Background: an optimization exercise with open tools, aiming at small area. Do not read the settings as production practice.
Function was checked by simulation only, so behaviour that the tests miss may differ from the original.
The clock port is modelled as an ideal driver; clocking choices that lean on that would not hold on a real chip.
Power is estimated from default activity; no workload was simulated.

== rev 12 ==
==> flow/design.v <==
module edge_detector
  #(parameter DELAYED = 0)    
(
  input clock, reset, din,
  output rising,
  output rising_d      
);
  reg a;
  reg [16:0] Ln;    
  reg old;
  wire [16:0] L = Ln ^ 17'h0aaaa;
  wire lo_zero = ~|L[11:0];
  wire mid_zero = ~|L[15:13];
  wire wrap = lo_zero & mid_zero & ~L[12];              
  wire zero = wrap & ~L[16];
  wire at13 = lo_zero & mid_zero & L[12] & ~L[16];      
  wire fb = L[16] ^ L[13] ^ wrap;
  wire leave = DELAYED ? ~din & old & ~zero : ~din & old;
  assign rising = ~a & L[0];
  assign rising_d = a & zero & ~old;
  always @(posedge clock or posedge reset)
    if (reset) begin
      a     <= 1'b0;
      Ln[0] <= 1'b0;
    end
    else begin
      a     <= a ? ~leave : L[0];
      Ln[0] <= a ? (fb & ~leave) : (~L[0] & din);
    end
  always @(posedge clock) begin
    Ln[16:1] <= (a ? L[15:0] : 16'd0) ^ 16'h5555;
    old <= DELAYED ? a & ((old & ~zero) | at13) : a & ~wrap & (old | at13);
  end
endmodule
module dspl_drv_NexysA7
(
  input clock, reset,
  input [6:0] min_left,
  input [5:0] sec_left,
  output [7:0] an, dec_cat
);
  reg [3:0] div;           
  reg [2:0] dig_selection;
  reg [3:0] selected_dig;
  wire rise = &div;
  wire [6:0] val = dig_selection[1] ? min_left : {1'b0, sec_left};
  wire [3:0] tens = val / 7'd10;
  wire [3:0] units = val - tens * 7'd10;
  wire [3:0] digit = dig_selection[2] ? 4'd0 : (dig_selection[0] ? tens : units);
  always @(posedge clock or posedge reset)
    if (reset) begin
      div           <= 4'd11;
      dig_selection <= 3'd0;
      selected_dig  <= 4'd0;
    end
    else begin
      div <= rise ? 4'd6 : div + 4'd1;
      if (rise) begin
        dig_selection <= dig_selection + 3'd1;
        selected_dig  <= digit;
      end
    end
  assign an = {4'b1111,
               dig_selection != 3'd4, dig_selection != 3'd3,
               dig_selection != 3'd2, dig_selection != 3'd1};
  reg [6:0] seg;
  always @*
    case (selected_dig)
      4'h0 : seg = 7'b0000001;
      4'h1 : seg = 7'b1001111;
      4'h2 : seg = 7'b0010010;
      4'h3 : seg = 7'b0000110;
      4'h4 : seg = 7'b1001100;
      4'h5 : seg = 7'b0100100;
      4'h6 : seg = 7'b0100000;
      4'h7 : seg = 7'b0001111;
      4'h8 : seg = 7'b0000000;
      4'h9 : seg = 7'b0000100;
      4'hA : seg = 7'b0001000;
      4'hB : seg = 7'b1100000;
      4'hC : seg = 7'b0110001;
      4'hD : seg = 7'b1000010;
      4'hE : seg = 7'b0110000;
      default : seg = 7'b0111000;
    endcase
  assign dec_cat = {seg, 1'b1};
endmodule
module timer
(
  input start,         
  input pause,         
  input stop,          
  input [6:0] min,
  input [6:0] sec,
  input reset,
  input clock,
  output [7:0] an,
  output [7:0] dec_cat,
  output done
);
  reg clk_1;
  reg [8:0] cont;
  reg [6:0] min_left;
  reg [5:0] sec_left;    
  reg [1:0] EA;
  wire wrap = &cont;
  wire tick = wrap & ~clk_1;
  wire [9:0] half_next = {clk_1, cont} + 10'd1;
  always @(posedge clock or posedge reset)
    if (reset)
      {clk_1, cont} <= 10'd12;
    else if (wrap | ~EA[1])
      {clk_1, cont} <= half_next | {6'd0, wrap, wrap, 2'd0};
  wire sec_zero = (sec_left == 6'd0);
  wire min_zero = (min_left == 7'd0);
  always @(posedge clock or posedge reset)
    if (reset)
      EA <= 2'd0;
    else
      case (EA)
        2'd0: if (start) EA <= 2'd1;
        2'd1: if (stop || (min_zero && sec_zero)) EA <= 2'd0;
              else if (pause) EA <= 2'd2;
        default: if (pause || start) EA <= 2'd1;
                 else if (stop) EA <= 2'd0;
      endcase
  assign done = (EA == 2'd0);
  wire [5:0] sec_dec = sec_zero ? 6'd59 : sec_left - 6'd1;
  wire [6:0] min_dec = sec_zero ? min_left - 7'd1 : min_left;
  wire [5:0] sec_ld = (sec > 7'd59) ? 6'd59 : sec[5:0];
  wire [6:0] min_ld = (min > 7'd99) ? 7'd99 : min;
  always @(posedge clock or posedge reset)
    if (reset) begin
      min_left <= 7'd0;
      sec_left <= 6'd0;
    end
    else if (tick & ~EA[1]) begin
      min_left <= EA[0] ? min_dec : min_ld;
      sec_left <= EA[0] ? sec_dec : sec_ld;
    end
  dspl_drv_NexysA7 driver (.reset(reset), .clock(clock),
    .min_left(min_left), .sec_left(sec_left), .an(an), .dec_cat(dec_cat));
endmodule
module ctrl_microondas
(
  input start,
  input stop,
  input pause,
  input porta,
  input mais,
  input menos,
  input potencia,
  input [1:0] min_mode,
  input sec_mode,
  input reset,
  input clock,
  output [7:0] an,
  output [7:0] dec_cat,
  output [2:0] potencia_rgb
);
  wire start_ed, pause_ed, stop_ed, mais_ed, menos_ed;
  wire t_pause_ed, done_ed;
  reg [1:0] EA;
  reg [1:0] sel_potencia;
  reg porta_pause;
  wire t_start_ed, t_stop_ed;    
  reg [6:0] min, sec;
  edge_detector #(.DELAYED(1)) startf (.clock(clock), .reset(reset), .din(start), .rising(start_ed), .rising_d(t_start_ed));
  edge_detector pausef (.clock(clock), .reset(reset), .din(pause), .rising(pause_ed), .rising_d());
  edge_detector #(.DELAYED(1)) stopf (.clock(clock), .reset(reset), .din(stop), .rising(stop_ed), .rising_d(t_stop_ed));
  edge_detector menosf (.clock(clock), .reset(reset), .din(menos), .rising(menos_ed), .rising_d());
  edge_detector maisf (.clock(clock), .reset(reset), .din(mais), .rising(mais_ed), .rising_d());
  edge_detector tpausef (.clock(clock), .reset(reset), .din(porta_pause), .rising(t_pause_ed), .rising_d());
  timer timepp (.clock(clock), .reset(reset), .start(t_start_ed), .pause(t_pause_ed), .stop(t_stop_ed),
                .min(min), .sec(sec),
                .done(done_ed), .an(an), .dec_cat(dec_cat));
  always @(posedge clock or posedge reset)
    if (reset) begin
      porta_pause <= 1'b0;
    end
    else begin
      porta_pause <= pause_ed | porta;
    end
  always @(posedge clock or posedge reset)
    if (reset)
      EA <= 2'd0;
    else
      case (EA)
        2'd0: if (start_ed) EA <= 2'd3;
        2'd1: if (porta_pause) EA <= 2'd2;
              else if (stop_ed || done_ed) EA <= 2'd0;
        2'd2: if (start_ed || porta_pause) EA <= 2'd1;
        default: if (!done_ed) EA <= 2'd1;
      endcase
  wire sel_min = min_mode[1] | min_mode[0];
  wire ten = min_mode[1] | (~min_mode[0] & sec_mode);
  wire [6:0] op = sel_min ? min : sec;
  wire [6:0] k = ten ? (mais_ed ? 7'd10 : -7'd10) : (mais_ed ? 7'd1 : -7'd1);
  wire [6:0] res = op + k;
  wire go = (mais_ed | menos_ed) & ~potencia;
  wire to99 = min_mode[1] & mais_ed & (min >= 7'd90);
  always @(posedge clock or posedge reset)
    if (reset) begin
      min <= 7'd0;
      sec <= 7'd0;
    end
    else if (EA == 2'd1) begin
      min <= 7'd0;
      sec <= 7'd0;
    end
    else if (go) begin
      if (to99) begin
        min <= 7'd99;
        sec <= 7'd59;
      end
      else if (sel_min)
        min <= res;
      else
        sec <= res;
    end
  always @(posedge clock or posedge reset)
    if (reset)
      sel_potencia <= 2'd0;
    else if (potencia && EA == 2'd0) begin
      if (mais_ed)
        sel_potencia <= (sel_potencia == 2'd0) ? 2'd1 : 2'd2;
      else if (menos_ed)
        sel_potencia <= (sel_potencia == 2'd2) ? 2'd1 : 2'd0;
    end
  assign potencia_rgb = (EA[0] && !porta_pause) ?
                        {sel_potencia[1], sel_potencia == 2'd1, sel_potencia == 2'd0} : 3'b000;
endmodule
Settings: LEC_CHECK=0, CAP_MARGIN=20, CORE_MARGIN=2, CORE_UTILIZATION=40, SLEW_MARGIN=20; clock period 10.0 ns.
standard.sh (not shown) runs the stock make flow with config.mk's settings and CLKGATE_MAP_FILE= SYNTH_SCRIPT=/design/flow/synth_recipe.tcl, a recipe that flattens the netlist after the stock synthesis.
==> flow/flow/run.sh <==
#!/bin/bash
# Own layout flow: the standard ORFS flow with
#  - synthesis: the standard synthesis script, but an area-oriented ABC script
#    for the combinational logic and no separate adder extraction (registers
#    come from the same dfflibmap step, so they keep their names and cells);
#  - port buffers of the smallest buffer cell;
#  - a clock tree built by hand (clock_tree.tcl, run before CTS): a root
#    buffer and one leaf buffer per group of nearby registers.
# Each tool's full output goes to a log of its own under logs/.
set -euo pipefail
W=$(pwd)
mkdir -p logs
F=$W/flow

# synthesis script: synth_recipe.tcl with synth.tcl's ABC script swapped
sed -e "s|^source \$::env(SCRIPTS_DIR)/synth_preamble.tcl\$|source \$::env(SCRIPTS_DIR)/synth_preamble.tcl\nset abc_args [lreplace \$abc_args 1 1 $F/area.abc]|" \
  "$FLOW_HOME/scripts/synth.tcl" > "$W/synth_own.tcl"
grep -q "area.abc" "$W/synth_own.tcl"
sed -e "s|^source \$::env(SCRIPTS_DIR)/synth.tcl\$|source $W/synth_own.tcl|" "$W/synth_recipe.tcl" > "$W/own_synth.tcl"
grep -q "synth_own.tcl" "$W/own_synth.tcl"

make -C "$FLOW_HOME" DESIGN_CONFIG="$W/config.mk" WORK_HOME="$W/orfs" CLKGATE_MAP_FILE= \
  SYNTH_SCRIPT="$W/own_synth.tcl" ADDER_MAP_FILE= \
  BUFFER_PORTS_ARGS="-buffer_cell sky130_fd_sc_hd__buf_1" \
  PRE_CTS_TCL="$F/clock_tree.tcl" \
  CTS_ARGS="$(cat $F/cts_args.txt)" \
  finish > logs/make_finish.log 2>&1

R=$W/orfs/results/sky130hd/ctrl_microondas/base
: # left out here: write the final layout as DEF
Other scripts of this flow, unchanged in this note and not shown: flow/flow/area.abc, flow/flow/clock_tree.tcl, flow/flow/cts_args.txt
Changes in rev 13 relative to rev 12:
--- a/flow/design.v
+++ b/flow/design.v
@@ -199,12 +199,14 @@
   wire [6:0] res = op + k;
   wire go = (mais_ed | menos_ed) & ~potencia;
   wire to99 = min_mode[1] & mais_ed & (min >= 7'd90);
-  always @(posedge clock or posedge reset)
-    if (reset) begin
-      min <= 7'd0;
-      sec <= 7'd0;
-    end
-    else if (EA == 2'd1) begin
+  reg fresh;
+  always @(posedge clock or posedge reset)
+    if (reset)
+      fresh <= 1'b1;
+    else
+      fresh <= 1'b0;
+  always @(posedge clock)
+    if (fresh || EA == 2'd1) begin
       min <= 7'd0;
       sec <= 7'd0;
     end
==> notes.md <==
- Total power per unit cell area is lower on rev 12
- The worst-case hold slack of rev 13 falls short of that of rev 12 by 0.0056 ns.
- The final critical-path setup slack number comes out lower for rev 12 vs rev 13.
- Placed instance count delta for rev 13 relative to rev 12: 5 higher
- Going from rev 12 to rev 13, power in the clock group now sits at about the same level, design area now sits lower, detailed-route wire length now sits lower.
- Side by side, final critical delay including setup and external delays turned out lower in rev 13 than in rev 12.
- Looking only at met3 usage in global routing, and setting everything else aside, the lower value of rev 13 and rev 12 goes to rev 13.

## port drivers added, routing unchanged
Ports are ideal in the flow. The routed layouts listed here were re-timed in OpenROAD.
Step 1 (the two cells are an assumption about what drives the block):
set clk [get_ports {clock}]
set_driving_cell -lib_cell sky130_fd_sc_hd__clkbuf_16 $clk
set_driving_cell -lib_cell sky130_fd_sc_hd__buf_2 [delete_from_list [all_inputs] $clk]
Step 2 times the ports against the registers' clock, not the clock port: input delays grow and output delays shrink by t, the midpoint of the rising clock arrivals with the driver on.
Slacks: no drivers / after step 1 / after step 2; pairs: no drivers / after step 1.
run	t, ns	setup slack, ns	worst setup path at the end	worst data-port slew with drivers (ns)	cell pins on the clock port's net
rev 12	0.447	5.278 / 5.292 / 4.845	input to register	0.05	1
rev 13	0.444	5.358 / 5.369 / 4.925	input to register	0.04	1
After both steps every run listed still meets setup and hold.
